Background: an optimization exercise with open tools, aiming at small area. Do not read the settings as production practice. In this exercise RTL edits were held to simulation tests only and were not proved equivalent to the original.

## flow/design.v (module list and top-level ports; edited modules follow where they fit)
// module fa: 6 lines
// module ha: 6 lines
// module xnor2: 5 lines
// module or2: 5 lines
// module aoi222: 5 lines
// module nand2: 5 lines
// module nand3: 5 lines
// module nand4: 5 lines
// module nor2: 5 lines
// module nor4: 5 lines
// module nor3: 5 lines
// module bsel: 5 lines
// module bsel0: 5 lines
// module mac: 607 lines
// module rmux: 22 lines
// module inc5: 9 lines
// module dec5: 9 lines
// module eq5: 5 lines
// module lt5: 11 lines
// module mux2: 5 lines
// module ao21: 5 lines
// module and2: 5 lines
// module ybit: 5 lines
// module h_rom_h: 213 lines
// module fir_H: 92 lines
module fir_H(xIn,sample,clk,reset,yOut,mode);
  // ...
==> flow/flow/run.sh <==
#!/bin/bash
# Layout flow: the standard ORFS flow (standard.sh) with two changes:
#  - before the resizer's repair_design, every cell is set to its smallest
#    drive strength (flow/downsize.tcl); repair_design sizes up what needs it;
#  - clock tree synthesis without dummy loads (CTS_ARGS).
# make's output goes to standard.log; ORFS keeps each step's log in orfs/logs.
set -euo pipefail
here=$(pwd)
export PRE_RESIZE_TCL=$here/flow/downsize.tcl
export REMOVE_ABC_BUFFERS=1
export BUFFER_PORTS_ARGS="-buffer_cell sky130_fd_sc_hd__buf_1"
export CTS_ARGS="-sink_clustering_enable -repair_clock_nets -dont_use_dummy_load -sink_clustering_size 20 -sink_clustering_max_diameter 70 -buf_list sky130_fd_sc_hd__clkbuf_8"
bash standard.sh > standard.log 2>&1
==> flow/flow/downsize.tcl <==
# Before the resizer's repair_design (PRE_RESIZE hook): give every cell the
# smallest drive strength of its function.  Synthesis sizes cells for speed
# that this design, with its long clock period, does not need; repair_design
# then upsizes or buffers wherever slew, capacitance or fanout need it.
set db [ord::get_db]
set block [ord::get_db_block]
set dont_use $::env(DONT_USE_CELLS)
set count 0
foreach inst [$block getInsts] {
  set m [$inst getMaster]
  set name [$m getName]
  if { ![regexp {^(sky130_fd_sc_hd__[a-z0-9]+)_([0-9]+)$} $name -> base drive] } { continue }
  if { [$inst isFixed] } { continue }
  set best $m
  foreach d {0 1 2 3 4 6 8 12 16} {
    set cname ${base}_$d
    if { [lsearch -exact $dont_use $cname] >= 0 } { continue }
    set c [$db findMaster $cname]
    if { $c == "NULL" || $c == "" } { continue }
    if { [$c getWidth] < [$best getWidth] } { set best $c }
  }
  if { $best != $m } {
    set p1 [lsort [lmap t [$m getMTerms] {$t getName}]]
    set p2 [lsort [lmap t [$best getMTerms] {$t getName}]]
    if { $p1 eq $p2 } {
      $inst swapMaster $best
      incr count
    }
  }
}
puts "downsize: $count instances set to their smallest drive strength"
==> flow/standard.sh <==
#!/bin/bash
# synth_recipe.tcl (not shown) runs the flow's synth.tcl, then flattens the netlist and writes it again
# the make line also repeats each setting of config.mk as NAME=value (left out here)
make -C /OpenROAD-flow-scripts/flow DESIGN_CONFIG=/design/flow/config.mk WORK_HOME=/design/flow/orfs CLKGATE_MAP_FILE= SYNTH_SCRIPT=/design/flow/synth_recipe.tcl "${@:-finish}"
==> flow/config.mk <==
export PLATFORM = sky130hd
export DESIGN_NAME = fir_H
export DESIGN_NICKNAME = fir_H
export VERILOG_FILES = /design/flow/design.v
export SDC_FILE = /design/flow/constraint.sdc
export NUM_CORES = 4
export LEC_CHECK = 0
export CAP_MARGIN = 20
export CORE_MARGIN = 2
export CORE_UTILIZATION = 60
export SLEW_MARGIN = 20
export SYNTH_HIERARCHICAL = 1
==> flow/constraint.sdc <==
create_clock -name core_clock -period 25.0 [get_ports {clk}]
set_input_delay 5.0000 -clock core_clock [delete_from_list [all_inputs] [get_ports {clk}]]
set_output_delay 5.0000 -clock core_clock [all_outputs]
set_load 0.01 [all_outputs]
==> impl_metrics.yaml, run 1 <==
cells_and_area:
  syn2layout_area_growth_pct: 0.791
  clockBufferCount: 40
  largest_register_ffs: 496
  nets: 1933
  final_area_sq_um: 22800
  fillers: 3065
  multi_input_comb_cells: 992
  final_util: 0.609
place:
  place_area_sq_um: 22200
route:
  met3WireLength_mm: 5.06
  met1Wirelength_mm: 24.6
  met2_wirelength_mm: 24.5
  vias: 14100
critical_path:
  rr_worst_depth: 50
  slowest_stage: "fa_1"
  cp.depth: 45
  end_kind: "flip-flop"
  slowest_delay_ns: 0.53
  worstSetupPathType: "in -> reg"
clock_network:
  cts_resized: 0
  clk_pin_slew_worst_paths_ns: 0.11
  cts_made_buffers: 40
worst_hold_path:
  hold_path_end: "ring[422]"
global_routing:
  grt_max_degree: 30
sta:
  finalSetupTns_ns: 0
synthesis:
  syn_area_per_cell_sq_um: 13.6
  yosys_warnings: 7
floorplanning:
  dieArea_sq_um: 39300
outcome:
  status: "timing/DRC/antenna clean"
==> run 2: changes to the inputs <==
--- a/flow/flow/run.sh
+++ b/flow/flow/run.sh
@@ -3,5 +3,6 @@
 #  - before the resizer's repair_design, every cell is set to its smallest
 #    drive strength (flow/downsize.tcl); repair_design sizes up what needs it;
-#  - clock tree synthesis without dummy loads (CTS_ARGS).
+#  - clock tree synthesis without dummy loads, with clkbuf_8 buffers and
+#    sink clusters of up to 20 flip-flops (CTS_ARGS).
 # make's output goes to standard.log; ORFS keeps each step's log in orfs/logs.
 set -euo pipefail
==> run 2 against run 1 <==
  * Via count is the same
  * Die area is the same
  * Synthesized cell count is the same
  * Clock skew is the same
  * Final cell count is the same
  * Non-clock buffer count is the same
  * Flip-flop and latch count is the same
  * Design area is the same
  * Critical endpoint unchanged
  * Highest routed layer unchanged
==> impl_metrics.yaml, run 2 <==
outcome:
  status: "timing/DRC/antenna clean"
clock_network:
  clockBufferDepth: 3
  clock-sinks: 575
  cts_resized: 0
  cts_tree: "done"
  cts_made_buffers: 40
  clk_pin_slew_worst_paths_ns: 0.11
  ctsHoldBuffers: 0
  post_cts_buffers: 0
  cts-htree-levels: 2
  insertion_delay_ns: 0.66
  cts_root_buf: "clkbuf_8"
floorplanning:
  rows: 71
  start_util: 0.605
  die_w_um: 198
  core-area_sq_um: 37400
  dieArea_sq_um: 39300
  die_h_um: 198
  io_pins: 36
sta:
  fin_crit_sh: 0.762
  hold_ws_ns: 0.294
  relSlewSlack: 0.159
  maxClockFrequency_mhz: 52.5
  worst_pin_slew_ns: 1.26
  clock_skew_ns: 0.122
  finalHoldViolCount: 0
  finalSetupViolCount: 0
  slew_violations: 0
  min_period_ns: 19.04
  rsz0062_at_grt: "no"
  finalSetupTns_ns: 0
global_routing:
  grt_max_degree: 30
  track_usage: 0.290
  grt-ovfl-total: 0
  antenna_found_initial: 0
  grt_pass1_wl_mm: 85.3
  grt_pass1_vias: 14400
cells_and_area:
  drive_gt1_frac: 0.0416
  top_regs: "ring: 496 flops, acc: 32 flops"
  fillers: 3065
  final_area_sq_um: 22800
  regMostFlops: "ring"
  nets: 1933
  final_cell_mix: "dfxtp_1 (533), a222oi_1 (160), xor2_1 (152)"
  n_antenna_cell: 0
  syn2layout_area_growth_pct: 0.791
  final_common_cell: "dfxtp_1"
  largest_register_ffs: 496
synthesis:
  syn_area_per_cell_sq_um: 13.6
  yosys_warnings: 7
  synth_cells: 1657
  synth_area_sq_um: 22600
route:
  drc: 0
  drt-pass1-iter-count: 9
  routed_wirelength_mm: 55.2
  drtAntennaViolNets: 0
  wl_per_cell_um: 24.3
  vias: 14100
  avgViaCountPerCell: 6.24
  drt_iter0_drc: 1758
critical_path:
  cp_max_fo: 29
  crit_top_cell: "fa_1"
  r2r_setup_slack_ns: 8.77
  r2r-end: "acc[15]"
  slowest_stage: "fa_1"
  critPathArrivalTime_ns: 19.52
  slowest_delay_ns: 0.53
  worstSetupPathType: "in -> reg"
  cp_data_required_time_ns: 25.48
  end_kind: "flip-flop"
  timing.rr.start: "ph[0]"
  rr_worst_depth: 50
  cp-start-kind: "input port"
place:
  place_area_sq_um: 22200
  port_buffers: 35
  gp_congestion: 0.831
  place_hpwl_mm: 37.5
worst_hold_path:
  whs_path_depth: 0
  hp-class: "reg -> reg"
  hp-start: "ring[438]"
  hold_path_end: "ring[422]"
flow_run:
  maxCapViolCount: 0
[run 2: worst max path at each step]
stage | from | cells after the start | slack [ns] | endpoint
2_1_floorplan | mode | 42 | 4.77 | acc[0]
3_3_place_gp | mode | 45 | 5.89 | acc[28]
6_report | mode | 45 | 5.96 | acc[15]
4_1_cts | mode | 45 | 5.60 | acc[15]
3_5_place_dp | mode | 45 | 4.99 | acc[28]
5_1_grt | mode | 45 | 5.37 | acc[15]
[run 2: stage by stage]
step / utilization / std cells / setup slack, ns
floorplan: - / 1607 / 4.77
global placement: 0.633 / 2225 / 5.89
detailed placement: 0.594 / 2227 / 4.99
CTS: 0.609 / 2267 / 5.60
global route: 0.609 / 2267 / 5.37
finish: 0.609 / 2267 / 5.96
[run 2: metal layers]
metal	global-route usage	vias up	part of all wire	wire, um
met2	0.445	556	0.44	24500
met3	0.0794	75	0.092	5060
met5	0	-	0	0
li1	-	6362	-	-
met4	0.0627	0	0.017	936
met1	0.413	7145	0.45	24600
[run 2: cell type report]
type,instances,area [sq um],share of cell area
sequential,575,11900,0.523
multi-input combinational,992,9050,0.397
tap,511,639,0.0281
clock buffer,40,551,0.0242
timing repair buffer,109,473,0.0207
inverter,40,150,0.00659
[run 2: critical path: cells and delay by family]
kind	cells	cell delay (ns)
xor gates and xnor gates	2	0.35
and+or+nand+nor	6	1.39
AOI/OAI and AO/OA	1	0.20
adders and majority gates	32	11.24
buffers and inverters	4	1.29

## separate check: timing with driven ports
In the flow no input, the clock included, has a driving cell. The finished layouts below were timed again as built, in two steps.
Step 1 assumes that a clkbuf_16 drives the clock port and a buf_2 every other input.
Step 2 adds t to the input delays and takes it off the output delays; t is the mean of the earliest and latest rising clock arrival at the registers after step 1. Input paths then give back, and output paths get back, about the clock's delay inside the block.
a / b / c = ideal ports / drivers / drivers and shift; a / b = the first two.
run | t (ns) | setup WS [ns] | clock arrival spread, ns | worst register clock-pin slew, ns | pins driven straight from the clock port
run 1 | 0.649 | 5.960 / 5.988 / 5.339 | 0.122 / 0.122 | 0.12 / 0.12 | 1
run 2 | 0.649 | 5.960 / 5.988 / 5.339 | 0.122 / 0.122 | 0.12 / 0.12 | 1
After both steps setup and hold are still met in every run listed.
